What follows belongs to an exercise in optimizing a design on an open flow for small area and a short achievable clock period; a production flow would make more cautious choices. Where RTL was checked, it was by simulation tests only, not by an equivalence proof against the original. For runs 1, 3 and 4, only the layout was checked, not whether the RTL still works. Power figures rest on the tool's default switching activity, not on a simulated workload.

## design.v

```verilog
module regPC(CLK, RST_n, IN, OUT);
input CLK, RST_n;
input [31 : 0] IN;
output reg [31 : 0] OUT;
always_ff @(posedge CLK or negedge RST_n)
	if (!RST_n)
		OUT <= 32'hfffffffc;
	else
		OUT <= IN;
endmodule
module ALU(Op, sol, Op1, Op2);
input [3:0] Op;
input [31:0] Op1, Op2;
output reg [31:0] sol;
wire sub = Op[3] | Op[1];
wire [31:0] sum;
wire cout;
ksadd add(.a(Op1), .b(Op2 ^ {32{sub}}), .cin(sub), .s(sum), .cout(cout));
wire ltu = ~cout;
wire left = ~Op[2];
wire big = |Op2[31:5];
wire [31:0] sin, sout, srev;
genvar g;
generate
	for (g = 0; g < 32; g = g + 1) begin : rev
		assign sin[g] = left ? Op1[31-g] : Op1[g];
		assign srev[g] = sout[31-g];
	end
endgenerate
assign sout = sin >> Op2[4:0];
wire [31:0] shres = big ? 32'b0 : (left ? srev : sout);
always_comb
begin
	case(Op)
		4'b0000, 4'b1000 : sol = sum;
		4'b0001, 4'b0101, 4'b1101 : sol = shres;
		4'b0010, 4'b0011 : sol = {31'b0, ltu};
		4'b0100 : sol = Op1 ^ Op2;
		4'b0110 : sol = Op1 | Op2;
		4'b0111 : sol = Op1 & Op2;
		4'b1001 : sol = {31'b0, Op1 == Op2};
		4'b1111 : sol = Op2;
		default : sol = 0;
	endcase
end
endmodule
module Branch(Op, R1, R2, Zero);
input [3:0] Op;
input [31:0] R1, R2;
output reg Zero;
wire [31:0] x = R1 ^ R2;
wire [31:0] o = R1 | R2;
wire eq = ~|x;
wire big = |R2[31:5];
wire [31:0] lmask = 32'hffffffff >> R2[4:0];	 
wire [31:0] rmask = 32'hffffffff << R2[4:0];	 
always_comb
begin
	case(Op)
		4'b0000 : Zero = (x == {o[30:0], 1'b0});	 
		4'b1000, 4'b0100 : Zero = eq;
		4'b0001 : Zero = big | ~|(R1 & lmask);
		4'b0101, 4'b1101 : Zero = big | ~|(R1 & rmask);
		4'b0010, 4'b0011 : Zero = ~(R1 < R2);
		4'b0110 : Zero = ~|o;
		4'b0111 : Zero = ~|(R1 & R2);
		4'b1001 : Zero = ~eq;
		4'b1111 : Zero = ~|R2;
		default : Zero = 1'b1;
	endcase
end
endmodule
module ksadd(a, b, cin, s, cout);
input [31:0] a, b;
input cin;
output [31:0] s;
output cout;
wire [31:0] p = a ^ b;
wire [32:0] g0 = {a & b, cin};
wire [32:0] p0 = {p, 1'b0};
wire [32:0] g1, p1, g2, p2, g3, p3, g4, p4, g5, p5;
kslevel #(1)  k1(.gi(g0), .pi(p0), .go(g1), .po(p1));
kslevel #(2)  k2(.gi(g1), .pi(p1), .go(g2), .po(p2));
kslevel #(4)  k3(.gi(g2), .pi(p2), .go(g3), .po(p3));
kslevel #(8)  k4(.gi(g3), .pi(p3), .go(g4), .po(p4));
kslevel #(16) k5(.gi(g4), .pi(p4), .go(g5), .po(p5));
assign s = p ^ g5[31:0];
assign cout = g5[32] | (p5[32] & cin);
endmodule
module kslevel #(parameter D = 1) (gi, pi, go, po);
input [32:0] gi, pi;
output [32:0] go, po;
assign go = gi | (pi & {gi[32-D:0], {D{1'b0}}});
assign po = pi & {pi[32-D:0], {D{1'b0}}};
endmodule
module ALUControl(is_add, is_passB, IN, OUT);
input is_add, is_passB;
input [3 : 0] IN;
output [3 : 0] OUT;
assign OUT = is_add ? 4'b0000 : is_passB ? 4'b1111 : IN;
endmodule
module ImmGen (IN, OUT);
input [31 : 0] IN;
output reg [31 : 0] OUT;
always_comb
begin
	case(IN[6:2])
		5'b00100 : OUT = {{20{IN[31]}},IN[31:20]};  
		5'b01000 : OUT = {{20{IN[31]}},IN[31:25],IN[11:7]};  
		5'b11000 : OUT = {{20{IN[31]}},IN[7],IN[30:25],IN[11:8],1'b0};  
		5'b01101 : OUT = {IN[31:12],12'b0};  
		5'b00101 : OUT = {{12{IN[31]}},IN[31:12]};  
		5'b11011 : OUT = {{12{IN[31]}},IN[19:12],IN[20],IN[30:21],1'b0};  
		5'b11001 : OUT = {{19{IN[31]}},IN[31:20],1'b0};  
		5'b00000 : OUT = {{20{IN[31]}},IN[31:20]};  
		default : OUT = 0;
	endcase
end
endmodule
module registers(sel, data, ext, extsel, q);
input [31:1] sel;
input [32*31-1:0] data;
input [31:0] ext;
input extsel;
output reg [31:0] q;
integer i;
always_comb
begin
	q = ext & {32{extsel}};
	for (i = 1; i < 32; i = i + 1)
		q = q | (data[32*(i-1) +: 32] & {32{sel[i]}});
end
endmodule
module adder(Op1, Op2, Sol);
input [31 : 0] Op1, Op2;
output [31 : 0] Sol;
assign Sol = Op1 + Op2;
endmodule
module MUX(in1, in2, ctr, out);
input [31 : 0] in1, in2;
input ctr;
output [31 : 0] out;
assign out = ctr ? in2 : in1;
endmodule
module control(IN, is_load, is_store, is_br, is_addpc, is_lui, selB, RegWrite);
input [4:0] IN;
output is_load, is_store, is_br, is_addpc, is_lui, selB, RegWrite;
wire is_alui  = (IN == 5'b00100);
wire is_alur  = (IN == 5'b01100);
wire is_jalr  = (IN == 5'b11001);
wire is_jal   = (IN == 5'b11011);
wire is_auipc = (IN == 5'b00101);
assign is_load  = (IN == 5'b00000);
assign is_store = (IN == 5'b01000);
assign is_br    = (IN == 5'b11000);
assign is_lui   = (IN == 5'b01101);
assign is_addpc = is_jalr | is_jal | is_auipc;
assign selB = is_alui | is_store | is_jal | is_lui | is_auipc;
assign RegWrite = is_load | is_alui | is_alur | is_addpc | is_lui;
endmodule
module top(CLK, RST_N, idata, ddata_r, iaddr, daddr, ddata_w, WRam);
input CLK, RST_N;
input [31 : 0] idata;
input [31 : 0] ddata_r;
output [9 : 0] iaddr, daddr;
output [31 : 0] ddata_w;
output WRam;
wire [4:0] rs1 = idata[19:15];
wire [4:0] rs2 = idata[24:20];
wire [4:0] rd  = idata[11:7];
wire [31:0] PC, PC4, PCIMM, PCSEQ, PCPREV;
wire [31:0] IMM, Reg1, Reg2, A, B, RES;
wire [3:0]  OP;
wire is_load, is_store, is_br, is_addpc, is_lui, selB, RegWrite, zero;
control ctrl(
	.IN(idata[6:2]),
	.is_load(is_load),
	.is_store(is_store),
	.is_br(is_br),
	.is_addpc(is_addpc),
	.is_lui(is_lui),
	.selB(selB),
	.RegWrite(RegWrite));
ImmGen immgen(.IN(idata), .OUT(IMM));
ALUControl aluctl(
	.is_add(is_store | (is_addpc & ~idata[4])),
	.is_passB(is_lui | is_load),
	.IN({idata[30], idata[14:12]}),
	.OUT(OP));
reg [31:0] Areg, Breg, tgt;
reg [3:0]  opreg;
reg [4:0]  prd;
reg        pvalid, pjmp, pbr;
always_ff @(posedge CLK)
begin
	Areg  <= A;
	Breg  <= B;
	opreg <= OP;
	prd   <= rd;
	tgt   <= PCIMM;
end
always_ff @(posedge CLK or negedge RST_N)
	if (!RST_N) begin
		pvalid <= 1'b0;
		pjmp   <= 1'b0;
		pbr    <= 1'b0;
	end else begin
		pvalid <= RegWrite && (rd != 0);
		pjmp   <= is_addpc;
		pbr    <= is_br;
	end
regPC pcreg(.CLK(CLK), .RST_n(RST_N), .IN(PC), .OUT(PCPREV));
ALU alu(.Op(opreg), .Op1(Areg), .Op2(Breg), .sol(RES));
Branch br(.Op(opreg), .R1(Areg), .R2(Breg), .Zero(zero));
adder addseq(.Op1(PCPREV), .Op2(32'd4), .Sol(PCSEQ));
MUX muxPC(.in1(PCSEQ), .in2(tgt), .ctr(pjmp | (pbr & zero)), .out(PC));
adder add4(.Op1(PC), .Op2(32'd4), .Sol(PC4));
adder addimm(.Op1(PC), .Op2(IMM), .Sol(PCIMM));
reg [31:0] regis [1:31];
reg [31:1] valid;
wire [31:1] cap, com, sel1, sel2;
wire [32*31-1:0] flat;
genvar g;
generate
	for (g = 1; g < 32; g = g + 1) begin : rf
		assign cap[g] = RegWrite && (rd == g);
		assign com[g] = pvalid && (prd == g);
		assign sel1[g] = valid[g] && (rs1 == g);
		assign sel2[g] = valid[g] && (rs2 == g);
		assign flat[32*(g-1) +: 32] = regis[g];
		always_ff @(posedge CLK)
			if (com[g])
				regis[g] <= RES;
	end
endgenerate
always_ff @(posedge CLK, negedge RST_N)
	if (!RST_N)
		valid <= 0;
	else
		valid <= (valid | com) & ~cap;
wire byp1 = pvalid && (prd == rs1);
wire byp2 = pvalid && (prd == rs2);
registers rd1(.sel(sel1), .data(flat), .ext(RES), .extsel(byp1), .q(Reg1));
registers rd2(.sel(sel2), .data(flat), .ext(RES), .extsel(byp2), .q(Reg2));
assign A = is_addpc ? PC4 : Reg1;
assign B = is_load ? ddata_r : selB ? IMM : Reg2;
wire [9:0] dimm = {idata[29:25], is_store ? idata[11:7] : idata[24:20]};
assign daddr = Reg1[9:0] + dimm;
assign ddata_w = Reg2;
assign WRam = is_store;
assign iaddr = PC[11:2];
endmodule
```

## config.mk

```make
export PLATFORM = sky130hd
export DESIGN_NAME = top
export DESIGN_NICKNAME = top
export VERILOG_FILES = /design/flow/design.v
export SDC_FILE = /design/flow/constraint.sdc
export NUM_CORES = 4
export LEC_CHECK = 0
export CAP_MARGIN = 20
export CORE_MARGIN = 2
export CORE_UTILIZATION = 30
export PLACE_DENSITY = 0.5
export SETUP_SLACK_MARGIN = 5
export SLEW_MARGIN = 20
export SYNTH_HIERARCHICAL = 1
export SYNTH_MINIMUM_KEEP_SIZE = 1000
```

## run.sh

```bash
#!/bin/bash
# synth_recipe.tcl (not shown) runs the flow's synth.tcl, then flattens the netlist and writes it again
# the make line also repeats each setting of config.mk as NAME=value (left out here)
make -C /OpenROAD-flow-scripts/flow DESIGN_CONFIG=/design/flow/config.mk WORK_HOME=/design/flow/orfs CLKGATE_MAP_FILE= SYNTH_SCRIPT=/design/flow/synth_recipe.tcl finish
```

## constraint.sdc

```tcl
create_clock -name core_clock -period 12.0 [get_ports {CLK}]
set_input_delay 2.4000 -clock core_clock [delete_from_list [all_inputs] [get_ports {CLK}]]
set_output_delay 2.4000 -clock core_clock [all_outputs]
set_load 0.01 [all_outputs]
```

==> metrics.csv, run 1 <==
metric,value,unit
dpl.hpwl,179,mm
critPathKind,flip-flop to primary output,
synth-seq-area-share,55.0,%
gp_congestion,0.973,
hold_viol_final,0,
ctsHoldBuffers,0,
p_total,12900,uW
first_pass_iters,8,
synthDistinctLibCells,118,
hp-class,flip-flop to flip-flop,
drc,0,
worstPathMaxFanout,7,
drtAntennaViolNets,0,
rows,165,
design_area,75700,um^2
ys_ff_latch,1163,
routed_wl,288,mm
post-route-min-period,8930,ps
die_area,207000,um^2
fin_nets,5806,
grt.total_usage,26.5,%
tns,0,ps
whs_endpoint,pcreg.OUT[10]$_DFF_PN1_,
grt_pass1_vias,48200,
cts_tree,yes,
routed_via_density,6.27,
dp.cells,7742,
regArea,33600,um^2
clk_latency,790,ps
placed_area,65800,um^2
endpoint_kind,primary output,
instances_no_fill,8285,
cap_viol_max_count,0,
worst_pin_slew,1020,ps
clock_skew,33.2,ps
clock_sinks,1163,
core,202000,um^2
worst_path_largest_cell_delay,580,ps
maxSlewHeadroom,32.3,%
r2r-start,Areg[7]$_DFF_P_,
grt_pass1_wl,388,mm
pin_count,119,
worstSetupStartpointType,flip-flop,
hold_start,tgt[10]$_DFF_P_,
period_share,74.4,%
power_density,170,nW/um^2
rrSetupSlack,5230,ps
leakage,0.0258,uW
cts_root_buf,clkbuf_16,
cp.required,9600,ps
vias,52000,
netlist_area,61100,um^2
min_path_cells,2,
setup_viol,0,
area_growth_syn_to_layout,23.8,%
wl_per_cell,34.7,um
start_util,30.2,%
ir_drop,0.118,mV
antenna_found_initial,29,
first_iter_violations,7781,
yosysWarningCount,13,
die_height,455,um
synthArstFlopShare,5.67,%
synth_top_area_share,48.8,%
die_x,455,um
r2r_end,tgt[28]$_DFF_P_,
status,finished clean,
portBuffers,116,
r2r_cells,24,
worstPathArrival,6530,ps
avgSynthCellArea,12.0,um^2
drive_above_1_share,22.2,%
cts_max_level,4,
synth_edf_count,992,
multi_input_area,27400,um^2
grt-ovfl-total,0,
rsz0062_at_grt,yes,
cp_slowest_cell,or4_4,
syn_inst,5113,
cts.clk_slew.worst_paths,60,ps
slew_violations,0,
synth.largest_area_cell,edfxtp_1,
yosys_most_used_dff,edfxtp_1,
cts_max_path_buffers,3,
grt_max_degree,67,
cts_buffers,130,
yosys-top-cells-area,"edfxtp_1, a22oi_1, ha_1",
fillCellCount,19600,
fmax,112,MHz
synthesized netlist by cell type (74+ instances only):
master	number
a22oi_1	1035
edfxtp_1	992
nand4_1	294
ha_1	234
nand2_1	232
nor2_1	206
o21ai_0	192
inv_1	185
clkbuf_1	179
a21oi_1	146
dfxtp_1	105
xnor2_1	104
buf_2	93
and3_1	83
xor2_1	74
stage by stage:
stage	hold WS [ps]	utilization, %	setup WS (ps)
2_1_floorplan	436	-	4180
3_3_place_gp	434	32.5	1860
3_5_place_dp	442	32.5	1870
4_1_cts	424	36.4	3060
5_1_grt	470	37.4	2880
6_report	424	37.4	3070
per-module statistics from Yosys, one instance, submodules excluded:
module     cells  cell area (um^2)  flip-flops and latches  times used
top         2249             40300                    1163           1
ALU          892              6750                       0           1
Branch       436              3260                       0           1
registers    768              5380                       0           2
placed cells by master (no fill, tap or decap), types with 59 or more instances in the layout:
master     count
edfxtp_1     992
buf_6         88
nor2_1       167
o21ai_0      158
buf_4        306
a22oi_1     1007
nand2_1      223
ha_1         208
clkbuf_16    139
a21oi_1      120
buf_12        59
xnor2_1       86
inv_1        177
nand4_1      294
xor2_1        69
dfxtp_1       78
power breakdown:
part	internal (uW)	total [uW]	switching (uW)
sequential	4800	5010	215
clock	2110	3840	1720
combinational	1580	4000	2420
total	8500	12900	4360
sequential cells by signal (all words and copies together) (netlist names):
signal,count
pbr,1
pcreg.OUT,32
tgt,32
regis,992
Breg,32
opreg,4
pjmp,1
prd,5
pvalid,1
valid,31
Areg,32
routing by layer:
| metal | track usage (%) | vias to the layer above | part of all wire (%) |
|---|---|---|---|
| met3 | 5.59 | 700 | 10 |
| met4 | 16.9 | 22 | 7.6 |
| met5 | 0 | - | 0.048 |
| met1 | 33.9 | 26400 | 38 |
| li1 | - | 21500 | - |
| met2 | 40.8 | 3357 | 44 |
critical path: cells and delay by family, from the launching register on:
kind,cells,cell delay [ps]
adders and majority gates,3,860
and+or+nand+nor,8,1360
buffers and inverters,4,620
xor gates and xnor gates,2,260
DFF,1,320
AOI/OAI and AO/OA,12,2290
how the worst max path moves through the flow:
stage / to / from
2_1_floorplan: daddr[8] / Breg[2]$_DFF_P_
3_3_place_gp: daddr[8] / idata[17]
3_5_place_dp: daddr[9] / idata[17]
4_1_cts: daddr[8] / opreg[1]$_SDFF_PP0_
5_1_grt: daddr[8] / opreg[1]$_SDFF_PP0_
6_report: daddr[8] / opreg[1]$_SDFF_PP0_
layout make-up:
class                           count  share of cell area (%)
Sequential cell                  1163                    44.5
Multi-Input combinational cell   3432                    36.2
Timing Repair Buffer              584                    8.58
Clock buffer                      166                    4.55
Tap cell                         2672                    4.42
Inverter                          192                   0.999
Clock inverter                     65                   0.741
Antenna cell                       10                  0.0331
Timing Repair inverter              1                 0.00661
timing repair:
action,CTS,global route
setup buffers,154,96
endpoints found under the hold margin,0,0
resized for setup,640,261
pin swaps,142,134
gates cloned,43,9
setup endpoints to repair,64,56
kinds of logic (layout without fill, tap and decap cells):
logic type                 count (synthesis)  after routing  share of synthesized area (%)
and+or+nand+nor                         1174           1189                           10.5
muxes                                    108            108                           2.72
adders and majority gates                237            237                           4.87
DFF                                     1163           1163                           55.0
xor gates and xnor gates                 178            178                           2.55
buffers and inverters                    533           1008                           4.05
AOI/OAI and AO/OA                       1720           1720                           20.3
other                                      0             10                              0
==> run 2: changes to the inputs <==
--- a/design.v
+++ b/design.v
@@ -9,7 +9,8 @@
 		OUT <= IN;
 endmodule
-module ALU(Op, sol, Op1, Op2);
+module ALU(Op, Zero, sol, Op1, Op2);
 input [3:0] Op;
 input [31:0] Op1, Op2;
+output reg Zero;
 output reg [31:0] sol;
 wire sub = Op[3] | Op[1];
@@ -18,4 +19,8 @@
 ksadd add(.a(Op1), .b(Op2 ^ {32{sub}}), .cin(sub), .s(sum), .cout(cout));
 wire ltu = ~cout;
+wire [31:0] x = Op1 ^ Op2;
+wire [31:0] o = Op1 | Op2;
+wire [31:0] a = Op1 & Op2;
+wire eq = ~|x;
 wire left = ~Op[2];
 wire big = |Op2[31:5];
@@ -36,23 +41,12 @@
 		4'b0001, 4'b0101, 4'b1101 : sol = shres;
 		4'b0010, 4'b0011 : sol = {31'b0, ltu};
-		4'b0100 : sol = Op1 ^ Op2;
-		4'b0110 : sol = Op1 | Op2;
-		4'b0111 : sol = Op1 & Op2;
-		4'b1001 : sol = {31'b0, Op1 == Op2};
+		4'b0100 : sol = x;
+		4'b0110 : sol = o;
+		4'b0111 : sol = a;
+		4'b1001 : sol = {31'b0, eq};
 		4'b1111 : sol = Op2;
 		default : sol = 0;
 	endcase
 end
-endmodule
-module Branch(Op, R1, R2, Zero);
-input [3:0] Op;
-input [31:0] R1, R2;
-output reg Zero;
-wire [31:0] x = R1 ^ R2;
-wire [31:0] o = R1 | R2;
-wire eq = ~|x;
-wire big = |R2[31:5];
-wire [31:0] lmask = 32'hffffffff >> R2[4:0];	 
-wire [31:0] rmask = 32'hffffffff << R2[4:0];	 
 always_comb
 begin
@@ -60,11 +54,10 @@
 		4'b0000 : Zero = (x == {o[30:0], 1'b0});	 
 		4'b1000, 4'b0100 : Zero = eq;
-		4'b0001 : Zero = big | ~|(R1 & lmask);
-		4'b0101, 4'b1101 : Zero = big | ~|(R1 & rmask);
-		4'b0010, 4'b0011 : Zero = ~(R1 < R2);
+		4'b0001, 4'b0101, 4'b1101 : Zero = ~|shres;
+		4'b0010, 4'b0011 : Zero = ~ltu;
 		4'b0110 : Zero = ~|o;
-		4'b0111 : Zero = ~|(R1 & R2);
+		4'b0111 : Zero = ~|a;
 		4'b1001 : Zero = ~eq;
-		4'b1111 : Zero = ~|R2;
+		4'b1111 : Zero = ~|Op2;
 		default : Zero = 1'b1;
 	endcase
@@ -137,4 +130,18 @@
 assign Sol = Op1 + Op2;
 endmodule
+module adder10(Op1, Op2, Sol);
+input [9:0] Op1, Op2;
+output [9:0] Sol;
+wire [9:0] p = Op1 ^ Op2;
+wire [9:0] g0 = Op1 & Op2;
+wire [9:0] g1 = g0 | (p  & {g0[8:0], 1'b0});
+wire [9:0] p1 = p  & {p[8:0], 1'b0};
+wire [9:0] g2 = g1 | (p1 & {g1[7:0], 2'b0});
+wire [9:0] p2 = p1 & {p1[7:0], 2'b0};
+wire [9:0] g3 = g2 | (p2 & {g2[5:0], 4'b0});
+wire [9:0] p3 = p2 & {p2[5:0], 4'b0};
+wire [9:0] g4 = g3 | (p3 & {g3[1:0], 8'b0});
+assign Sol = p ^ {g4[8:0], 1'b0};
+endmodule
 module MUX(in1, in2, ctr, out);
 input [31 : 0] in1, in2;
@@ -170,5 +177,5 @@
 wire [4:0] rd  = idata[11:7];
 wire [31:0] PC, PC4, PCIMM, PCSEQ, PCPREV;
-wire [31:0] IMM, Reg1, Reg2, A, B, RES;
+wire [31:0] IMM, Reg1, Reg1a, Reg2, A, B, RES;
 wire [3:0]  OP;
 wire is_load, is_store, is_br, is_addpc, is_lui, selB, RegWrite, zero;
@@ -211,6 +218,5 @@
 	end
 regPC pcreg(.CLK(CLK), .RST_n(RST_N), .IN(PC), .OUT(PCPREV));
-ALU alu(.Op(opreg), .Op1(Areg), .Op2(Breg), .sol(RES));
-Branch br(.Op(opreg), .R1(Areg), .R2(Breg), .Zero(zero));
+ALU alu(.Op(opreg), .Op1(Areg), .Op2(Breg), .sol(RES), .Zero(zero));
 adder addseq(.Op1(PCPREV), .Op2(32'd4), .Sol(PCSEQ));
 MUX muxPC(.in1(PCSEQ), .in2(tgt), .ctr(pjmp | (pbr & zero)), .out(PC));
@@ -241,10 +247,14 @@
 wire byp1 = pvalid && (prd == rs1);
 wire byp2 = pvalid && (prd == rs2);
-registers rd1(.sel(sel1), .data(flat), .ext(RES), .extsel(byp1), .q(Reg1));
+registers rd1(.sel(sel1), .data(flat), .ext(32'b0), .extsel(1'b0), .q(Reg1a));
+assign Reg1 = Reg1a | (RES & {32{byp1}});
 registers rd2(.sel(sel2), .data(flat), .ext(RES), .extsel(byp2), .q(Reg2));
 assign A = is_addpc ? PC4 : Reg1;
 assign B = is_load ? ddata_r : selB ? IMM : Reg2;
 wire [9:0] dimm = {idata[29:25], is_store ? idata[11:7] : idata[24:20]};
-assign daddr = Reg1[9:0] + dimm;
+wire [9:0] daddr_rf, daddr_byp;
+adder10 adrf(.Op1(Reg1a[9:0]), .Op2(dimm), .Sol(daddr_rf));
+adder10 adbyp(.Op1(RES[9:0]), .Op2(dimm), .Sol(daddr_byp));
+assign daddr = byp1 ? daddr_byp : daddr_rf;
 assign ddata_w = Reg2;
 assign WRam = is_store;
==> flow/run.sh (new file) <==
#!/bin/bash
# The standard layout, with two changes: the port buffers are buf_4
# (the default pick is a delay cell), and timing repair may resize cells
# across footprints.
set -euo pipefail
bash standard.sh MATCH_CELL_FOOTPRINT=0 "BUFFER_PORTS_ARGS=-buffer_cell sky130_fd_sc_hd__buf_4" finish > standard.log 2>&1
==> standard.sh (new file) <==
#!/bin/bash
# synth_recipe.tcl (not shown) runs the flow's synth.tcl, then flattens the netlist and writes it again
# the make line also repeats each setting of config.mk as NAME=value (left out here)
make -C /OpenROAD-flow-scripts/flow DESIGN_CONFIG=/design/flow/config.mk WORK_HOME=/design/flow/orfs CLKGATE_MAP_FILE= SYNTH_SCRIPT=/design/flow/synth_recipe.tcl "${@:-finish}"
==> config.mk (replaced) <==
export PLATFORM = sky130hd
export DESIGN_NAME = top
export DESIGN_NICKNAME = top
export VERILOG_FILES = /design/flow/design.v
export SDC_FILE = /design/flow/constraint.sdc
export NUM_CORES = 4
export LEC_CHECK = 0
export CAP_MARGIN = 30
export CORE_MARGIN = 2
export CORE_UTILIZATION = 50
export CTS_BUF_LIST = sky130_fd_sc_hd__clkbuf_4 sky130_fd_sc_hd__clkbuf_8
export CTS_CLUSTER_SIZE = 30
export PLACE_DENSITY = 0.6
export SETUP_SLACK_MARGIN = 3
export SLEW_MARGIN = 30
export SYNTH_HIERARCHICAL = 1
export SYNTH_MINIMUM_KEEP_SIZE = 1000
removed: run.sh
==> metrics.csv, run 2 <==
metric,value,unit
syn_inst,4876,
slew_violations,0,
setup_viol,0,
seqPwrFrac,43.9,%
drc,0,
post-route-min-period,9230,ps
cp.required,9600,ps
grt-ovfl-total,0,
cts_max_path_buffers,3,
fmax,108,MHz
leakage,0.0228,uW
fin_nets,5320,
ir_drop,0.119,mV
min_path_cells,2,
avgSynthCellArea,12.1,um^2
post-route-util,57.0,%
fillCellCount,9761,
first_pass_iters,14,
worst_path_largest_cell_delay,720,ps
critPathKind,input port to primary output,
ys_ff_latch,1163,
maxSlewHeadroom,27.2,%
r2r_end,tgt[31]$_DFF_P_,
synth_top_area_share,50.4,%
synth_common_cells,"a22oi_1, edfxtp_1, nand4_1, nand2_1, clkbuf_1",
multi_input_area,24500,um^2
yosysMostFrequentCell,a22oi_1,
synthDistinctLibCells,99,
routed_wl,260,mm
gp_congestion,1.05,
power_density,171,nW/um^2
worstPathMaxFanout,32,
p_total,11400,uW
ctsHoldBuffers,0,
synthArstFlopShare,5.67,%
first_iter_violations,8701,
drive_above_1_share,17.9,%
hp-class,flip-flop to flip-flop,
rsz0062_at_grt,yes,
worstPathArrival,6830,ps
cap_viol_max_count,0,
core,118000,um^2
status,finished clean,
dpl.hpwl,159,mm
regArea,33600,um^2
synth.largest_area_cell,edfxtp_1,
start_util,50.2,%
synth-seq-area-share,56.8,%
grt.met3_usage,12.6,%
cp_slowest_cell,or4_4,
endpoint_kind,primary output,
clock_power_share,31.2,%
wl_per_cell,38.1,um
grt_pass1_vias,47200,
die_height,348,um
cts_tree,yes,
combPwrFrac,24.9,%
grt_pass1_wl,351,mm
p_int,7590,uW
tns,0,ps
top_register,regis,
clock_sinks,1163,
grt.total_usage,41.4,%
netlist_area,59100,um^2
largest_reg_flops,992,
yosys_most_used_dff,edfxtp_1,
yosys-top-cells-area,"edfxtp_1, a22oi_1, dfxtp_1",
rrSetupSlack,3770,ps
portBuffers,116,
routed_via_density,7.40,
period_share,76.9,%
p_sw_share,33.7,%
vias,50400,
grt_max_degree,67,
fin_ws,2770,ps
yosysWarningCount,12,
met1_usage,51.8,%
clk_latency,970,ps
mostFrequentLayoutCell,a22oi_1,
cts_max_level,4,
cts_buffers,190,
hold_viol_final,0,
layout_common_cells,"a22oi_1, edfxtp_1, nand4_1, buf_4, clkbuf_8",
r2r-start,Breg[0]$_DFF_P_,
whs_endpoint,pcreg.OUT[0]$_DFF_PN0_,
drtAntennaViolNets,0,
cts_root_buf,clkbuf_8,
antenna_found_initial,23,
synth_edf_count,992,
met2_usage,61.5,%
cp_cell_sequence,"buf_4, nor2b_1, and3_2, buf_12, a22oi_1, nand4_1, or4_4, ha_4, a21o_1, a21oi_2, nor2b_1, o21a_1, nor4_4, o41ai_2, xnor2_1, nor2_1, a21oi_2, xnor2_1, buf_4",
rows,126,
place_ws,2290,ps
clock_skew,80.0,ps
die_area,121000,um^2
worst_pin_slew,1090,ps
cts.clk_slew.worst_paths,60,ps
die_x,348,um
area_growth_syn_to_layout,13.4,%
hold_start,tgt[0]$_DFF_P_,
r2r_cells,26,
worstSetupStartpointType,input port,
pin_count,119,
p_sw,3850,uW
top_usage_layer,met2,
## run 2: cell count changes after synthesis, sizes merged, moves of 18 or more
| cell | previous run | this run |
|---|---|---|
| nor2 | 207 | 182 |
| ha | 234 | 147 |
| nand2 | 234 | 194 |
| a21oi | 147 | 172 |
| a211oi | 18 | 46 |
| inv | 190 | 108 |
| mux2 | 12 | 30 |
## run 2: modules after synthesis (local to each module, per instance)
module | cells inside | times used | cell area (um^2) | flops+latches
ALU | 1060 | 1 | 7730 | 0
registers | 768 | 2 | 5380 | 0
top | 2280 | 1 | 40700 | 1163
## run 2: power by group through the flow
stage,Combinational [uW],Sequential (uW),Clock [uW]
after detailed placement,2650,5100,0
after global placement,2630,5100,0
after CTS,2690,5010,3570
final,2840,5020,3570
after global routing,2980,5040,3760
after floorplan,1680,5000,0
## run 2: area by class of cell
type | instances | share of cell area [%]
diodes | 15 | 0.0560
clock buffers | 256 | 4.72
clock inverters | 93 | 1.03
inverters | 109 | 0.616
multi-input cells | 3310 | 36.5
flip-flops and latches | 1163 | 50.1
well taps | 1536 | 2.87
repair buffers | 330 | 4.09
## run 2: cells by family (layout without fill, tap and decap cells)
family | after synthesis | after routing | share of synthesized area [%]
AOI/OAI and AO/OA | 1705 | 1705 | 20.5
and+or+nand+nor | 1093 | 1097 | 10.2
muxes | 132 | 132 | 3.08
xor gates and xnor gates | 189 | 189 | 2.80
adders and majority gates | 150 | 150 | 3.21
buffers and inverters | 443 | 788 | 3.44
DFF | 1163 | 1163 | 56.8
other | 1 | 52 | 0.00634
## run 2: critical path, delay by kind of cell
kind / cells / cell delay [ps]
compound gates: 6 / 1190
fa+ha+maj: 1 / 200
simple gates: 7 / 2110
buf+inv: 3 / 540
xor+xnor: 2 / 370
## run 2: stage by stage
stage	cells	instance area, um^2	hold slack, ps
6_report	6812	67100	478
5_1_grt	6806	67100	519
2_1_floorplan	4912	59300	445
4_1_cts	6753	66300	481
3_5_place_dp	6389	62100	473
3_3_place_gp	6389	62100	474
## run 2: worst max path at each step
stage                     slack, ps  endpoint  cells past startpoint  startpoint
final                          2770  daddr[9]                     19   idata[18]
after floorplan                3440  daddr[9]                     15    idata[5]
after global placement         2300  daddr[9]                     20   idata[18]
after detailed placement       2290  daddr[9]                     20   idata[17]
after global routing           2770  daddr[9]                     20   idata[19]
after CTS                      2960  daddr[9]                     18   idata[17]
## run 2: timing repair
item / CTS / global route
gates resized for setup: 56 / 73
buffers inserted: 14 / 38
pin swaps: 7 / 24
gates cloned: 1 / 5
endpoints found under the setup margin: 34 / 12
## run 2: layer usage
metal | share of wire [%] | routed length, um
met1 | 35 | 90800
met2 | 43 | 111000
met3 | 14 | 35400
met4 | 8.6 | 22200
met5 | 0.065 | 168
==> run 3: changes to the inputs <==
--- a/design.v
+++ b/design.v
@@ -1,11 +1,8 @@
-module regPC(CLK, RST_n, IN, OUT);
-input CLK, RST_n;
-input [31 : 0] IN;
-output reg [31 : 0] OUT;
-always_ff @(posedge CLK or negedge RST_n)
-	if (!RST_n)
-		OUT <= 32'hfffffffc;
-	else
-		OUT <= IN;
+module regPC(PCPREV, TGT, taken, PC);
+input [31 : 0] PCPREV, TGT;
+input taken;
+output [31 : 0] PC;
+wire [31 : 0] PCSEQ = PCPREV + 32'd4;
+assign PC = taken ? TGT : PCSEQ;
 endmodule
 module ALU(Op, Zero, sol, Op1, Op2);
@@ -72,18 +69,16 @@
 wire [32:0] g0 = {a & b, cin};
 wire [32:0] p0 = {p, 1'b0};
-wire [32:0] g1, p1, g2, p2, g3, p3, g4, p4, g5, p5;
-kslevel #(1)  k1(.gi(g0), .pi(p0), .go(g1), .po(p1));
-kslevel #(2)  k2(.gi(g1), .pi(p1), .go(g2), .po(p2));
-kslevel #(4)  k3(.gi(g2), .pi(p2), .go(g3), .po(p3));
-kslevel #(8)  k4(.gi(g3), .pi(p3), .go(g4), .po(p4));
-kslevel #(16) k5(.gi(g4), .pi(p4), .go(g5), .po(p5));
+wire [32:0] g1 = g0 | (p0 & {g0[31:0], 1'b0});
+wire [32:0] p1 = p0 & {p0[31:0], 1'b0};
+wire [32:0] g2 = g1 | (p1 & {g1[30:0], 2'b0});
+wire [32:0] p2 = p1 & {p1[30:0], 2'b0};
+wire [32:0] g3 = g2 | (p2 & {g2[28:0], 4'b0});
+wire [32:0] p3 = p2 & {p2[28:0], 4'b0};
+wire [32:0] g4 = g3 | (p3 & {g3[24:0], 8'b0});
+wire [32:0] p4 = p3 & {p3[24:0], 8'b0};
+wire [32:0] g5 = g4 | (p4 & {g4[16:0], 16'b0});
+wire [32:0] p5 = p4 & {p4[16:0], 16'b0};
 assign s = p ^ g5[31:0];
 assign cout = g5[32] | (p5[32] & cin);
-endmodule
-module kslevel #(parameter D = 1) (gi, pi, go, po);
-input [32:0] gi, pi;
-output [32:0] go, po;
-assign go = gi | (pi & {gi[32-D:0], {D{1'b0}}});
-assign po = pi & {pi[32-D:0], {D{1'b0}}};
 endmodule
 module ALUControl(is_add, is_passB, IN, OUT);
@@ -176,5 +171,5 @@
 wire [4:0] rs2 = idata[24:20];
 wire [4:0] rd  = idata[11:7];
-wire [31:0] PC, PC4, PCIMM, PCSEQ, PCPREV;
+wire [31:0] PC, PC4, PCIMM, PCPREV;
 wire [31:0] IMM, Reg1, Reg1a, Reg2, A, B, RES;
 wire [3:0]  OP;
@@ -217,9 +212,14 @@
 		pbr    <= is_br;
 	end
-regPC pcreg(.CLK(CLK), .RST_n(RST_N), .IN(PC), .OUT(PCPREV));
+reg [31:0] pcprev;
+always_ff @(posedge CLK or negedge RST_N)
+	if (!RST_N)
+		pcprev <= 32'hfffffffc;
+	else
+		pcprev <= PC;
+assign PCPREV = pcprev;
 ALU alu(.Op(opreg), .Op1(Areg), .Op2(Breg), .sol(RES), .Zero(zero));
-adder addseq(.Op1(PCPREV), .Op2(32'd4), .Sol(PCSEQ));
-MUX muxPC(.in1(PCSEQ), .in2(tgt), .ctr(pjmp | (pbr & zero)), .out(PC));
-adder add4(.Op1(PC), .Op2(32'd4), .Sol(PC4));
+regPC pcsel(.PCPREV(PCPREV), .TGT(tgt), .taken(pjmp | (pbr & zero)), .PC(PC));
+assign PC4 = PC + 32'd4;
 adder addimm(.Op1(PC), .Op2(IMM), .Sol(PCIMM));
 reg [31:0] regis [1:31];
@@ -250,5 +250,5 @@
 assign Reg1 = Reg1a | (RES & {32{byp1}});
 registers rd2(.sel(sel2), .data(flat), .ext(RES), .extsel(byp2), .q(Reg2));
-assign A = is_addpc ? PC4 : Reg1;
+MUX muxA(.in1(Reg1), .in2(PC4), .ctr(is_addpc), .out(A));
 assign B = is_load ? ddata_r : selB ? IMM : Reg2;
 wire [9:0] dimm = {idata[29:25], is_store ? idata[11:7] : idata[24:20]};
--- a/config.mk
+++ b/config.mk
@@ -9,9 +9,7 @@
 export CORE_MARGIN = 2
 export CORE_UTILIZATION = 50
-export CTS_BUF_LIST = sky130_fd_sc_hd__clkbuf_4 sky130_fd_sc_hd__clkbuf_8
-export CTS_CLUSTER_SIZE = 30
 export PLACE_DENSITY = 0.6
 export SETUP_SLACK_MARGIN = 3
 export SLEW_MARGIN = 30
 export SYNTH_HIERARCHICAL = 1
-export SYNTH_MINIMUM_KEEP_SIZE = 1000
+export SYNTH_MINIMUM_KEEP_SIZE = 0
==> metrics.csv, run 3 <==
metric,value,unit
rows,127,
synth.largest_area_cell,edfxtp_1,
die_height,351,um
top_usage_layer,met2,
instances_no_fill,6753,
cp_slowest_cell,or4_4,
routed_wl,266,mm
crit_buf_inv,3,
portBuffers,116,
die_area,123000,um^2
maxSlewHeadroom,31.1,%
synth_edf_count,992,
layout_common_cells,"a22oi_1, edfxtp_1, nand4_1, buf_4, nand2_1",
grt_pass1_vias,46500,
worst_path_largest_cell_delay,650,ps
design_area,67400,um^2
path_delay_family,simple AND/OR/NAND/NOR gates,
status,finished clean,
yosysMostFrequentCell,a22oi_1,
synthDistinctLibCells,103,
fin_nets,5238,
met2_usage,61.4,%
vias,50400,
largest_reg_flops,992,
slew_violations,0,
die_x,351,um
gp_congestion,1.05,
grt_max_degree,67,
mostFrequentLayoutCell,a22oi_1,
cts_max_path_buffers,3,
grt-ovfl-total,0,
top_register,regis,
wl_per_cell,39.3,um
synth_common_cells,"a22oi_1, edfxtp_1, nand4_1, nor2_1, nand2_1",
cp.required,9600,ps
drive_above_1_share,15.0,%
ir_drop,0.149,mV
avgSynthCellArea,12.3,um^2
placed_area,63000,um^2
fin_ws,3050,ps
syn_inst,4894,
cap_viol_max_count,0,
worstPathArrival,6550,ps
synth-seq-area-share,55.9,%
critPathKind,input port to primary output,
yosys-top-cells-area,"edfxtp_1, a22oi_1, dfxtp_1",
cpMostUsedCell,buf_4,
drtAntennaViolNets,0,
core,120000,um^2
cts_tree,yes,
cp_cell_sequence,"buf_4, and2_1, and3_2, buf_4, a22oi_1, nand4_1, or4_4, ha_1, a21o_1, a2111oi_4, o211a_1, nor3_2, mux2_2, buf_4",
dp.cells,6498,
cts.clk_slew.worst_paths,60,ps
area_growth_syn_to_layout,12.1,%
hp-class,flip-flop to flip-flop,
clock_skew,90.9,ps
rsz0062_at_grt,yes,
first_pass_iters,8,
cts_root_buf,clkbuf_16,
cts_buffers,120,
leakage,0.0231,uW
netlist_area,60100,um^2
clock_sinks,1163,
antenna_found_initial,21,
synth_top_area_share,49.6,%
dpl.hpwl,173,mm
ctsHoldBuffers,0,
setup_viol,0,
period_share,74.6,%
met1_usage,54.8,%
first_iter_violations,8359,
endpoint_kind,primary output,
post-route-min-period,8950,ps
synthArstFlopShare,5.67,%
grt.total_usage,42.3,%
place_ws,2750,ps
pin_count,119,
fmax,112,MHz
yosysWarningCount,11,
hold_viol_final,0,
clk_latency,810,ps
grt.met3_usage,12.5,%
ys_ff_latch,1163,
worstSetupStartpointType,input port,
worstPathMaxFanout,20,
power_density,176,nW/um^2
yosys_most_used_dff,edfxtp_1,
worst_pin_slew,1030,ps
cts_max_level,3,
grt_pass1_wl,361,mm
tns,0,ps
routed_via_density,7.46,
start_util,50.2,%
drc,0,
-- run 3: area by class of cell --
cell class / instances / area (um^2)
Tap cell: 1612 / 2020
Timing Repair Buffer: 291 / 2280
Multi-Input combinational cell: 3350 / 25200
Clock inverter: 79 / 828
Antenna cell: 16 / 40.0
Clock buffer: 147 / 3140
Inverter: 95 / 357
Sequential cell: 1163 / 33600
Fill cell: 9943 / 52200
-- run 3: metal layers --
layer | vias up | share of wire [%]
met3 | 1002 | 13
met4 | 16 | 8.1
met1 | 25000 | 36
met5 | - | 0.040
met2 | 4060 | 42
li1 | 20300 | -
-- run 3: timing repair --
action | CTS | global route
pin swaps | 2 | 13
resized for setup | 33 | 32
buffers inserted | 0 | 12
gates cloned | 1 | 0
setup endpoints to repair | 12 | 16
-- run 3: cell families (layout without fill, tap and decap cells) --
| family | after synthesis | in the layout | synth area share [%] |
|---|---|---|---|
| AOI/OAI and AO/OA | 1657 | 1657 | 20.2 |
| xor gates and xnor gates | 188 | 188 | 2.74 |
| adders and majority gates | 151 | 151 | 3.19 |
| buffers and inverters | 417 | 612 | 3.41 |
| DFF | 1163 | 1163 | 55.9 |
| muxes | 173 | 173 | 4.04 |
| other | 1 | 53 | 0.00624 |
| and+or+nand+nor | 1144 | 1144 | 10.5 |
-- run 3: worst register-to-register path: stages (launching register included) --
cell and delay [ps]:
dfxtp_4 640, buf_4 610, mux4_2 640, a22oi_1 210, o21ai_1 250, a221oi_1 420, nand2_1 90, o21ai_1 420
nand4_1 210, o31ai_1 530, a41o_1 280, a21o_2 410, clkinv_1 730, a31oi_1 820, ha_1 390, nand4_1 190
nor3_1 360, o21ai_0 360, a21oi_1 350, o221ai_1 200, xnor2_1 160
-- run 3: path summary, 6_finish.rpt --
path | slack (ps) | cells past startpoint | startpoint | to
setup / recovery | 3050 | 14 | idata[18] | daddr[9]
min in group asynchronous | 1690 | 1 | RST_N | valid[31]$_DFF_PN0_
hold reg to reg | 500 | 2 | tgt[28]$_DFF_P_ | pcprev[28]$_DFF_PN1_
hold / removal | 500 | 2 | tgt[28]$_DFF_P_ | pcprev[28]$_DFF_PN1_
setup reg to reg | 3650 | 20 | opreg[2]$_DFF_P_ | tgt[28]$_DFF_P_
max in group asynchronous | 9810 | 1 | RST_N | valid[18]$_DFF_PN0_
-- run 3: modules after synthesis (local to each module, per instance) --
| module | cells | area, um^2 | flops+latches | times used |
|---|---|---|---|---|
| top | 1623 | 36600 | 1163 | 1 |
| ALU | 806 | 5970 | 0 | 1 |
| registers | 768 | 5380 | 0 | 2 |
| ksadd | 275 | 1870 | 0 | 1 |
| adder | 248 | 1740 | 0 | 1 |
| regPC | 155 | 938 | 0 | 1 |
| ImmGen | 86 | 651 | 0 | 1 |
| MUX | 36 | 544 | 0 | 1 |
| adder10 | 52 | 437 | 0 | 2 |
| control | 21 | 113 | 0 | 1 |
| ALUControl | 4 | 40.0 | 0 | 1 |
-- run 3: report_power, final --
part	internal, uW	leakage, uW	switching (uW)	total (uW)
logic	1040	0.0104	2010	3050
registers	4800	0.0108	221	5020
clock network	2120	0.00191	1650	3770
total	7960	0.0231	3880	11800
-- run 3: stage by stage --
stage / power [uW] / utilization [%] / hold WS [ps]
floorplan: 6820 / - / 440
global placement: 7980 / 52.7 / 484
detailed placement: 7980 / 52.7 / 489
CTS: 11700 / 56.1 / 499
global route: 12200 / 56.3 / 531
finish: 11800 / 56.3 / 503
==> run 4: changes to the inputs <==
--- a/config.mk
+++ b/config.mk
@@ -10,5 +10,5 @@
 export CORE_UTILIZATION = 50
 export PLACE_DENSITY = 0.6
-export SETUP_SLACK_MARGIN = 3
+export SETUP_SLACK_MARGIN = 4
 export SLEW_MARGIN = 30
 export SYNTH_HIERARCHICAL = 1
==> metrics.csv, run 4 <==
metric,value,unit
drive_above_1_share,21.4,%
min_path_cells,2,
cts_tree,yes,
gp_congestion,1.11,
grt.total_usage,43.6,%
yosys_most_used_dff,edfxtp_1,
worst_pin_slew,909,ps
design_area,70900,um^2
p_sw_share,32.8,%
placed_area,63100,um^2
yosysWarningCount,11,
layout_common_cells,"a22oi_1, edfxtp_1, buf_4, nand4_1, nand2_1",
worstPathMaxFanout,18,
routed_via_density,7.45,
synth.largest_area_cell,edfxtp_1,
cts_root_buf,clkbuf_16,
leakage,0.0246,uW
fillCellCount,9719,
ctsHoldBuffers,0,
clock_sinks,1163,
grt-ovfl-total,0,
synth-seq-area-share,55.9,%
wl_per_cell,39.6,um
largest_reg_flops,992,
r2r_cells,20,
grt_max_degree,67,
endpoint_kind,primary output,
routed_wl,275,mm
grt_pass1_wl,374,mm
synthDistinctLibCells,103,
syn_inst,4894,
die_area,123000,um^2
r2r-start,Areg[30]$_DFF_P_,
vias,51800,
whs_endpoint,pcprev[29]$_DFF_PN1_,
cp.required,9600,ps
die_x,351,um
ys_ff_latch,1163,
pin_count,119,
combPwrFrac,28.3,%
hold_ws,503,ps
drc,0,
clock_skew,33.4,ps
drtAntennaViolNets,0,
slew_violations,0,
rrSetupSlack,4120,ps
power_density,177,nW/um^2
cts.clk_slew.worst_paths,60,ps
ir_drop,0.128,mV
post-route-min-period,8360,ps
yosys-top-cells-area,"edfxtp_1, a22oi_1, dfxtp_1",
cap_viol_max_count,0,
dpl.hpwl,173,mm
fmax,120,MHz
grt_pass1_vias,48400,
fin_nets,5448,
clk_latency,740,ps
start_util,50.2,%
p_sw,4110,uW
yosysMostFrequentCell,a22oi_1,
status,finished clean,
cts_max_level,3,
cts_max_path_buffers,3,
die_height,351,um
setup_viol,0,
synthArstFlopShare,5.67,%
first_iter_violations,8388,
period_share,69.7,%
synth_top_area_share,49.6,%
hold_start,tgt[29]$_DFF_P_,
rows,127,
antenna_found_initial,21,
synth_edf_count,992,
netlist_area,60100,um^2
clock_power_share,31.5,%
hold_viol_final,0,
top_register,regis,
mostFrequentLayoutCell,a22oi_1,
avgSynthCellArea,12.3,um^2
worstPathArrival,5960,ps
tns,0,ps
cts_buffers,119,
seqPwrFrac,40.2,%
area_growth_syn_to_layout,17.9,%
r2r_end,tgt[31]$_DFF_P_,
worstSetupStartpointType,input port,
portBuffers,116,
core,120000,um^2
rsz0062_at_grt,yes,
p_int,8410,uW
maxSlewHeadroom,38.7,%
first_pass_iters,10,
critPathKind,input port to primary output,
hp-class,flip-flop to flip-flop,
synth_common_cells,"a22oi_1, edfxtp_1, nand4_1, nor2_1, nand2_1",
[run 4: worst max-delay path, cell delays in order]
cell	delay [ps]
buf_8	140
nor2_4	100
and2_4	220
and3_4	330
a22oi_1	260
nand4_1	200
or4_4	520
ha_4	210
fa_2	380
a21oi_4	150
o211ai_1	170
o41ai_2	360
xnor2_1	100
mux2_4	270
buf_4	140
[run 4: layout make-up]
cell class                      instances  area, um^2  share of cell area, %
Antenna cell                           12        30.0                 0.0424
Clock buffer                          140        3210                   4.53
Clock inverter                         78         921                   1.30
Inverter                               95         360                  0.509
Multi-Input combinational cell       3354       26300                   37.1
Sequential cell                      1163       33600                   47.4
Tap cell                             1612        2020                   2.85
Timing Repair Buffer                  498        4470                   6.31
[run 4: worst max-delay path by stage]
stage | start | slack [ps] | endpoint | cells after the start
floorplan | opreg[1]$_DFF_P_ | 4060 | daddr[8] | 23
global placement | opreg[1]$_DFF_P_ | 2660 | daddr[8] | 22
detailed placement | idata[16] | 2920 | daddr[8] | 16
CTS | opreg[3]$_DFF_P_ | 3650 | daddr[8] | 23
global route | opreg[1]$_DFF_P_ | 3600 | daddr[8] | 23
finish | idata[17] | 3640 | daddr[8] | 15
[run 4: power by group through the flow]
stage                     Clock, uW  Sequential, uW  Combinational (uW)
after floorplan                   0            5000                1820
after global placement            0            5090                2980
after detailed placement          0            5100                2990
after CTS                      3950            5010                3210
after global routing           4110            5040                3670
final                          3940            5030                3540
[run 4: repair_timing]
| action | CTS | global route |
|---|---|---|
| endpoints found under the setup margin | 73 | 44 |
| setup buffers | 155 | 47 |
| pin swaps | 93 | 49 |
| cloned | 13 | 5 |
| gates resized for setup | 243 | 116 |
| hold endpoints to repair | 0 | 0 |
[run 4: cells by family after synthesis]
group,synth area share [%]
AO/OA/AOI/OAI,20.2
flip-flops,55.9
AND/OR/NAND/NOR,10.5
buffers and inverters,3.41
XOR/XNOR,2.74
multiplexers,4.04
adder cells (fa/ha/maj),3.19
other,0.00624
[run 4: stage by stage]
stage               std cells  total power, uW  util (%)  setup slack [ps]
finish                   6952            12500      59.2              3640
detailed placement       6500             8080      52.7              2920
global placement         6497             8070      52.7              2660
CTS                      6886            12200      58.3              3650
floorplan                4930             6820         -              4060
global route             6946            12800      59.2              3600
[run 4: layer usage]
metal / GRT usage, % / vias to the layer above / routed length [um]
met5: 2.35 / - / 761
met4: 31.5 / 32 / 24500
met3: 15.5 / 1197 / 38000
met2: 64.6 / 4296 / 118000
met1: 52.6 / 25500 / 94200
li1: - / 20800 / -
[run 4: Yosys stat by module (local to each module, per instance), excerpt]
module     times used  flops+latches  area (um^2)
ksadd               1              0         1870
top                 1           1163        36600
registers           2              0         5380
adder10             2              0          437
regPC               1              0          938
adder               1              0         1740
ImmGen              1              0          651
MUX                 1              0          544
==> run 5: changes to the inputs <==
--- a/design.v
+++ b/design.v
@@ -6,20 +6,24 @@
 assign PC = taken ? TGT : PCSEQ;
 endmodule
-module ALU(Op, Zero, sol, Op1, Op2);
-input [3:0] Op;
+module ALU(ctl, big, Zero, sol, Op1, Op2);
+input [19:0] ctl;
+input big;
 input [31:0] Op1, Op2;
-output reg Zero;
-output reg [31:0] sol;
-wire sub = Op[3] | Op[1];
+output Zero;
+output [31:0] sol;
+wire sub   = ctl[0];
+wire left  = ctl[1];
+wire r_sum = ctl[2], r_sh = ctl[3], r_ltu = ctl[4], r_x = ctl[5];
+wire r_o   = ctl[6], r_a  = ctl[7], r_eq  = ctl[8], r_b = ctl[9];
+wire z_add = ctl[10], z_eqs = ctl[11], z_eqx = ctl[12], z_sh = ctl[13];
+wire z_ltu = ctl[14], z_o = ctl[15], z_a = ctl[16], z_ne = ctl[17];
+wire z_b   = ctl[18], z_one = ctl[19];
 wire [31:0] sum;
 wire cout;
-ksadd add(.a(Op1), .b(Op2 ^ {32{sub}}), .cin(sub), .s(sum), .cout(cout));
-wire ltu = ~cout;
+ksadd add(.a(Op1), .b(Op2), .cin(sub), .s(sum), .cout(cout));
 wire [31:0] x = Op1 ^ Op2;
 wire [31:0] o = Op1 | Op2;
 wire [31:0] a = Op1 & Op2;
 wire eq = ~|x;
-wire left = ~Op[2];
-wire big = |Op2[31:5];
 wire [31:0] sin, sout, srev;
 genvar g;
@@ -32,32 +36,22 @@
 assign sout = sin >> Op2[4:0];
 wire [31:0] shres = big ? 32'b0 : (left ? srev : sout);
-always_comb
-begin
-	case(Op)
-		4'b0000, 4'b1000 : sol = sum;
-		4'b0001, 4'b0101, 4'b1101 : sol = shres;
-		4'b0010, 4'b0011 : sol = {31'b0, ltu};
-		4'b0100 : sol = x;
-		4'b0110 : sol = o;
-		4'b0111 : sol = a;
-		4'b1001 : sol = {31'b0, eq};
-		4'b1111 : sol = Op2;
-		default : sol = 0;
-	endcase
-end
-always_comb
-begin
-	case(Op)
-		4'b0000 : Zero = (x == {o[30:0], 1'b0});	 
-		4'b1000, 4'b0100 : Zero = eq;
-		4'b0001, 4'b0101, 4'b1101 : Zero = ~|shres;
-		4'b0010, 4'b0011 : Zero = ~ltu;
-		4'b0110 : Zero = ~|o;
-		4'b0111 : Zero = ~|a;
-		4'b1001 : Zero = ~eq;
-		4'b1111 : Zero = ~|Op2;
-		default : Zero = 1'b1;
-	endcase
-end
+assign sol = ({32{r_sum}} & sum)
+           | ({32{r_sh}} & shres)
+           | {31'b0, r_ltu & ~cout}
+           | ({32{r_x}} & x)
+           | ({32{r_o}} & o)
+           | ({32{r_a}} & a)
+           | {31'b0, r_eq & eq}
+           | ({32{r_b}} & Op2);
+assign Zero = z_one
+            | (z_add & (x == {o[30:0], 1'b0}))	 
+            | (z_eqs & (&x))			 
+            | (z_eqx & eq)
+            | (z_sh & ~|shres)
+            | (z_ltu & cout)
+            | (z_o & ~|o)
+            | (z_a & ~|a)
+            | (z_ne & ~eq)
+            | (z_b & ~|Op2);
 endmodule
 module ksadd(a, b, cin, s, cout);
@@ -87,4 +81,32 @@
 output [3 : 0] OUT;
 assign OUT = is_add ? 4'b0000 : is_passB ? 4'b1111 : IN;
+endmodule
+module ALUDecode(Op, ctl);
+input [3:0] Op;
+output [19:0] ctl;
+wire sub = (Op == 4'b1000) | (Op == 4'b0010) | (Op == 4'b0011);
+wire sh  = (Op == 4'b0001) | (Op == 4'b0101) | (Op == 4'b1101);
+wire known = (Op == 4'b0000) | sub | sh | (Op == 4'b0100) | (Op == 4'b0110)
+           | (Op == 4'b0111) | (Op == 4'b1001) | (Op == 4'b1111);
+assign ctl[0]  = sub;
+assign ctl[1]  = (Op == 4'b0001);			 
+assign ctl[2]  = (Op == 4'b0000) | (Op == 4'b1000);	 
+assign ctl[3]  = sh;
+assign ctl[4]  = (Op == 4'b0010) | (Op == 4'b0011);	 
+assign ctl[5]  = (Op == 4'b0100);
+assign ctl[6]  = (Op == 4'b0110);
+assign ctl[7]  = (Op == 4'b0111);
+assign ctl[8]  = (Op == 4'b1001);
+assign ctl[9]  = (Op == 4'b1111);
+assign ctl[10] = (Op == 4'b0000);			 
+assign ctl[11] = (Op == 4'b1000);			 
+assign ctl[12] = (Op == 4'b0100);
+assign ctl[13] = sh;
+assign ctl[14] = (Op == 4'b0010) | (Op == 4'b0011);
+assign ctl[15] = (Op == 4'b0110);
+assign ctl[16] = (Op == 4'b0111);
+assign ctl[17] = (Op == 4'b1001);
+assign ctl[18] = (Op == 4'b1111);
+assign ctl[19] = ~known;				 
 endmodule
 module ImmGen (IN, OUT);
@@ -191,5 +213,8 @@
 	.OUT(OP));
 reg [31:0] Areg, Breg, tgt;
-reg [3:0]  opreg;
+reg [19:0] ctlreg;
+reg        bigreg;
+wire [19:0] CTL;
+ALUDecode aludec(.Op(OP), .ctl(CTL));
 reg [4:0]  prd;
 reg        pvalid, pjmp, pbr;
@@ -197,6 +222,7 @@
 begin
 	Areg  <= A;
-	Breg  <= B;
-	opreg <= OP;
+	Breg  <= B ^ {32{CTL[0]}};
+	ctlreg <= CTL;
+	bigreg <= |B[31:5];
 	prd   <= rd;
 	tgt   <= PCIMM;
@@ -219,5 +245,5 @@
 		pcprev <= PC;
 assign PCPREV = pcprev;
-ALU alu(.Op(opreg), .Op1(Areg), .Op2(Breg), .sol(RES), .Zero(zero));
+ALU alu(.ctl(ctlreg), .big(bigreg), .Op1(Areg), .Op2(Breg), .sol(RES), .Zero(zero));
 regPC pcsel(.PCPREV(PCPREV), .TGT(tgt), .taken(pjmp | (pbr & zero)), .PC(PC));
 assign PC4 = PC + 32'd4;
--- a/config.mk
+++ b/config.mk
@@ -10,5 +10,5 @@
 export CORE_UTILIZATION = 50
 export PLACE_DENSITY = 0.6
-export SETUP_SLACK_MARGIN = 4
+export SETUP_SLACK_MARGIN = 3
 export SLEW_MARGIN = 30
 export SYNTH_HIERARCHICAL = 1
==> metrics.csv, run 5 <==
metric,value,unit
start_util,50.4,%
rrSetupSlack,3940,ps
portBuffers,116,
grt-ovfl-total,0,
rsz0062_at_grt,no,
crit_buf_inv,3,
cts_tree,yes,
clk_latency,770,ps
hold_viol_final,0,
top_register,regis,
cts_max_level,4,
cp.required,9600,ps
synthDistinctLibCells,108,
yosys-top-cells-area,"edfxtp_1, a22oi_1, dfxtp_1",
core,120000,um^2
critPathKind,input port to primary output,
setup_viol,0,
die_area,124000,um^2
tns,0,ps
fmax,112,MHz
mostFrequentLayoutCell,a22oi_1,
worstPathMaxFanout,22,
drive_above_1_share,14.9,%
post-route-min-period,8930,ps
status,finished clean,
grt.total_usage,39.7,%
hold_start,tgt[4]$_DFF_P_,
period_share,74.5,%
ys_ff_latch,1180,
die_x,352,um
cp_slowest_cell,or4_4,
yosys_most_used_dff,edfxtp_1,
cap_viol_max_count,0,
largest_reg_flops,992,
r2r_end,tgt[30]$_DFF_P_,
grt_pass1_wl,346,mm
cts_max_path_buffers,3,
post-cts-setup-buffers,0,
endpoint_kind,primary output,
grt_max_degree,51,
rows,127,
die_height,352,um
antenna_found_initial,12,
first_iter_violations,7503,
area_growth_syn_to_layout,11.9,%
worst_pin_slew,1170,ps
first_pass_iters,9,
layout_common_cells,"a22oi_1, edfxtp_1, nand4_1, buf_4, nand2_1",
maxSlewHeadroom,21.6,%
wl_per_cell,37.2,um
ctsHoldBuffers,0,
power_density,182,nW/um^2
routed_wl,249,mm
clock_sinks,1180,
drc,0,
cts_buffers,131,
routed_via_density,7.39,
place_ws,2660,ps
fin_nets,5206,
leakage,0.0234,uW
path_depth,16,
drtAntennaViolNets,0,
synth.largest_area_cell,edfxtp_1,
synthArstFlopShare,5.59,%
worst_path_largest_cell_delay,610,ps
clock_skew,38.8,ps
gp_congestion,1.01,
synth_common_cells,"a22oi_1, edfxtp_1, nand4_1, nor2_1, clkbuf_1",
yosysWarningCount,10,
ir_drop,0.139,mV
path_delay_family,simple AND/OR/NAND/NOR gates,
syn_inst,4855,
worstSetupStartpointType,input port,
vias,49500,
slew_violations,0,
r2r-start,Breg[3]$_DFF_P_,
min_path_cells,2,
pin_count,119,
hp-class,flip-flop to flip-flop,
fin_ws,3070,ps
whs_endpoint,pcprev[4]$_DFF_PN1_,
diodes,0,
synth_edf_count,992,
netlist_area,60400,um^2
r2r_cells,23,
synth_top_area_share,49.3,%
dpl.hpwl,156,mm
fillCellCount,10100,
synth-seq-area-share,56.2,%
yosysMostFrequentCell,a22oi_1,
avgSynthCellArea,12.4,um^2
cts_root_buf,clkbuf_16,
cp_cell_sequence,"buf_4, nor2b_1, nor2b_1, and3_2, buf_6, a22oi_1, nand4_1, or4_4, ha_1, fa_1, a21oi_1, o211ai_1, o41ai_2, xnor2_1, mux2_1, buf_4",
worstPathArrival,6530,ps
grt_pass1_vias,47100,
cts.clk_slew.worst_paths,50,ps
-- run 5: cell count changes in the layout (fill, tap and decap cells not counted), moves of 23 or more --
cell and change:
or4_1 +24, buf_6 -25, inv_1 +31, o21ai_0 -34, buf_4 -143, and3_4 -26
nand2_1 -38, clkbuf_1 +37, nor2_1 -23, buf_12 -23, a222oi_1 +31
-- run 5: Yosys stat by module, one instance, submodules excluded --
module      copies in the design  cells  flops+latches
adder                          1    202              0
MUX                            1     36              0
ImmGen                         1     86              0
registers                      2    768              0
regPC                          1    155              0
ALUControl                     1      4              0
adder10                        2     52              0
ALUDecode                      1     30              0
control                        1     21              0
ksadd                          1    275              0
top                            1   1675           1180
ALU                            1    731              0
-- run 5: worst max path at each step --
stage | from | end | slack (ps)
after floorplan | idata[15] | daddr[8] | 4140
after global placement | idata[16] | daddr[8] | 2490
after detailed placement | idata[16] | daddr[9] | 2660
after CTS | Areg[17]$_DFF_P_ | daddr[8] | 3000
after global routing | Areg[16]$_DFF_P_ | daddr[8] | 3000
final | idata[16] | daddr[8] | 3070
-- run 5: stage by stage --
| step | instance area [um^2] | power (uW) | hold slack, ps | util [%] | cells |
|---|---|---|---|---|---|
| finish | 67600 | 12300 | 461 | 56.4 | 6696 |
| global route | 67600 | 12700 | 521 | 56.4 | 6696 |
| CTS | 67500 | 12200 | 465 | 56.3 | 6696 |
| detailed placement | 63400 | 8340 | 465 | 52.9 | 6468 |
| global placement | 63300 | 8330 | 439 | 52.9 | 6467 |
| floorplan | 60500 | 7110 | 439 | - | 4891 |
-- run 5: what timing repair did --
item / CTS / global route
endpoints found under the setup margin: 5 / 4
pin swaps: 0 / 0
resized for setup: 21 / 29
-- run 5: power breakdown --
| part | total (uW) | internal, uW | switching [uW] | leakage (uW) |
|---|---|---|---|---|
| Sequential | 5130 | 4900 | 235 | 0.0109 |
| Combinational | 3290 | 1150 | 2140 | 0.0106 |
| Clock | 3870 | 2180 | 1690 | 0.00196 |
| Total | 12300 | 8230 | 4060 | 0.0234 |
-- run 5: final cells by class --
cell class | count | area [um^2] | area share (%)
Inverter | 127 | 477 | 0.705
Multi-Input combinational cell | 3266 | 25000 | 36.9
Clock inverter | 50 | 534 | 0.790
Clock buffer | 178 | 3520 | 5.20
Timing Repair Buffer | 283 | 2160 | 3.19
Tap cell | 1612 | 2020 | 2.98
Sequential cell | 1180 | 33900 | 50.2
-- run 5: routing by layer --
metal	part of all wire [%]	global-route usage, %	vias up
met3	13	11.7	1035
li1	-	-	20200
met5	0.032	0	-
met1	35	48.9	24400
met2	44	60.3	3856
met4	8.3	27.4	14
-- run 5: cells by family after synthesis --
family          Yosys count  share of synthesized area [%]
fa+ha+maj               151                           3.18
flops                  1180                           56.2
xor+xnor                189                           2.74
compound gates         1614                           19.8
simple gates           1079                           10.2
mux                     196                           4.29
other cells               1                        0.00621
buf+inv                 445                           3.60
-- run 5: tightest hold or removal path, cell delays in order (launching register included) --
cell and delay, ps:
dfxtp_1 290, nand2_1 50, o21ai_0 100
==> run 6: changes to the inputs <==
--- a/config.mk
+++ b/config.mk
@@ -10,6 +10,7 @@
 export CORE_UTILIZATION = 50
 export PLACE_DENSITY = 0.6
-export SETUP_SLACK_MARGIN = 3
+export SETUP_SLACK_MARGIN = 4
 export SLEW_MARGIN = 30
 export SYNTH_HIERARCHICAL = 1
 export SYNTH_MINIMUM_KEEP_SIZE = 0
+export TNS_END_PERCENT = 5
==> metrics.csv, run 6 <==
metric,value,unit
die_height,352,um
clock_skew,48.9,ps
p_sw,4100,uW
p_sw_share,33.1,%
wl_per_cell,38.5,um
hp-class,flip-flop to flip-flop,
cts_root_buf,clkbuf_16,
clock_power_share,31.2,%
syn_inst,4855,
rrSetupSlack,4530,ps
seqPwrFrac,41.5,%
synthArstFlopShare,5.59,%
setup_viol,0,
status,finished clean,
fin_nets,5294,
fmax,118,MHz
drive_above_1_share,17.7,%
cts_buffers,131,
rows,127,
p_int,8300,uW
gp_congestion,1.01,
drtAntennaViolNets,0,
vias,50500,
endpoint_kind,primary output,
first_iter_violations,7793,
mostFrequentLayoutCell,a22oi_1,
post-route-min-period,8490,ps
worstSetupStartpointType,input port,
grt.total_usage,40.0,%
cts.clk_slew.worst_paths,50,ps
layout_common_cells,"a22oi_1, edfxtp_1, nand4_1, buf_4, clkbuf_16",
drc,0,
synth_top_area_share,49.3,%
grt_max_degree,51,
die_area,124000,um^2
worst_pin_slew,1070,ps
hold_viol_final,0,
synth-seq-area-share,56.2,%
dpl.hpwl,156,mm
core,120000,um^2
worstPathMaxFanout,16,
hold_ws,461,ps
cts_max_level,4,
ctsHoldBuffers,0,
area_growth_syn_to_layout,15.3,%
portBuffers,116,
cts_max_path_buffers,3,
synthDistinctLibCells,108,
combPwrFrac,27.3,%
cap_viol_max_count,0,
slew_violations,0,
antenna_found_initial,19,
grt-ovfl-total,0,
synth_edf_count,992,
first_pass_iters,10,
synth_common_cells,"a22oi_1, edfxtp_1, nand4_1, nor2_1, clkbuf_1",
synth.largest_area_cell,edfxtp_1,
period_share,70.7,%
tns,0,ps
routed_via_density,7.44,
cts_tree,yes,
largest_reg_flops,992,
yosys_most_used_dff,edfxtp_1,
netlist_area,60400,um^2
critPathKind,input port to primary output,
clk_latency,760,ps
clock_sinks,1180,
ys_ff_latch,1180,
fin_ws,3510,ps
post-route-util,58.1,%
grt_pass1_vias,47300,
cp.required,9600,ps
grt_pass1_wl,348,mm
top_register,regis,
maxSlewHeadroom,28.5,%
routed_wl,261,mm
ir_drop,0.133,mV
start_util,50.4,%
yosysMostFrequentCell,a22oi_1,
yosysWarningCount,10,
place_ws,2660,ps
yosys-top-cells-area,"edfxtp_1, a22oi_1, dfxtp_1",
pin_count,119,
leakage,0.0241,uW
die_x,352,um
power_density,178,nW/um^2
avgSynthCellArea,12.4,um^2
rsz0062_at_grt,yes,
worstPathArrival,6090,ps
-- run 6: worst paths after layout --
check,cells after the start,end,start
worst max-delay path,15,daddr[8],idata[19]
worst min-delay path,2,pcprev[4]$_DFF_PN1_,tgt[4]$_DFF_P_
worst max register to register,23,tgt[30]$_DFF_P_,Breg[4]$_DFF_P_
worst min register to register,2,pcprev[4]$_DFF_PN1_,tgt[4]$_DFF_P_
max in group asynchronous,2,pcprev[25]$_DFF_PN1_,RST_N
min in group asynchronous,1,pvalid$_DFF_PN0_,RST_N
-- run 6: per-module statistics from Yosys (local to each module, per instance), a selection --
module | cell area (um^2) | cells | times used
adder10 | 437 | 52 | 2
ALUControl | 40.0 | 4 | 1
ksadd | 1870 | 275 | 1
control | 113 | 21 | 1
ImmGen | 651 | 86 | 1
MUX | 544 | 36 | 1
registers | 5380 | 768 | 2
ALU | 5540 | 731 | 1
adder | 1500 | 202 | 1
regPC | 938 | 155 | 1
-- run 6: layout make-up --
type	count	area [um^2]
Fill cell	9857	50200
Tap cell	1612	2020
Inverter	127	484
Clock inverter	50	534
Multi-Input combinational cell	3266	25500
Clock buffer	178	3520
Antenna cell	4	10.0
Timing Repair Buffer	371	3650
Sequential cell	1180	33900
-- run 6: critical path, stage by stage --
cell and delay [ps]:
buf_6 150, and3_4 220, and3_4 250, buf_12 180
a22oi_2 190, nand4_1 140, or4_4 580, ha_4 210
fa_2 410, a21oi_2 170, o211ai_1 150, o41ai_2 400
xnor2_1 150, mux2_4 290, buf_6 120
-- run 6: cells by family (layout without fill, tap and decap cells) --
group                    Yosys count  count (layout)  synth area share (%)
other                              1              41               0.00621
XOR/XNOR                         189             189                  2.74
buffers and inverters            445             726                  3.60
multiplexers                     196             196                  4.29
AND/OR/NAND/NOR                 1079            1079                  10.2
flip-flops                      1180            1180                  56.2
adder cells (fa/ha/maj)          151             151                  3.18
AO/OA/AOI/OAI                   1614            1614                  19.8
-- run 6: what timing repair did --
item	in CTS	in global routing
gates cloned	0	20
endpoints found under the setup margin	38	48
setup buffers	10	58
pin swaps	10	57
resized for setup	99	183
-- run 6: metrics by stage --
stage,area [um^2],std cells,power [uW]
after floorplan,60500,4891,7110
after global placement,63300,6467,8330
after detailed placement,63400,6468,8340
after CTS,67900,6706,12200
after global routing,69600,6784,12800
final,69600,6788,12400
-- run 6: per-layer routing --
| layer | part of all wire, % | GRT usage, % | vias up |
|---|---|---|---|
| met5 | 0.12 | 0 | - |
| met4 | 9.4 | 28.2 | 26 |
| met3 | 14 | 12.4 | 1155 |
| met2 | 43 | 60.1 | 4196 |
| met1 | 34 | 49.0 | 24800 |
| li1 | - | - | 20400 |
-- run 6: power by group through the flow --
| stage | registers, uW | logic [uW] | clock network (uW) |
|---|---|---|---|
| CTS | 5120 | 3200 | 3890 |
| finish | 5140 | 3390 | 3870 |
| global route | 5150 | 3570 | 4050 |
| detailed placement | 5200 | 3150 | 0 |
| floorplan | 5110 | 2000 | 0 |
| global placement | 5200 | 3140 | 0 |

## afterwards: timing with drivers on the ports
The flow's constraints put no driver on any port. The routed layouts listed below were extracted and timed again, unchanged, in two steps.
Step 1 assumes that a clkbuf_16 drives the clock port and a buf_2 every other input.
Step 2, shift: input delay + t, output delay - t, t = (earliest + latest rising clock arrival at the registers) / 2. This alone moves slack from input paths to output paths.
Slacks: ideal ports / drivers / drivers and shift; pairs: ideal ports / drivers.
run	shift t [ns]	slack for setup (ns)
run 1	0.859	3.073 / 2.992 / 3.111
run 2	1.003	2.773 / 2.749 / 2.749
run 3	0.837	3.049 / 2.999 / 3.005
run 4	0.790	3.635 / 3.545 / 3.545
run 5	0.821	3.066 / 3.041 / 3.041
run 6	0.804	3.512 / 3.447 / 3.447
After both steps every run listed still meets setup and hold.
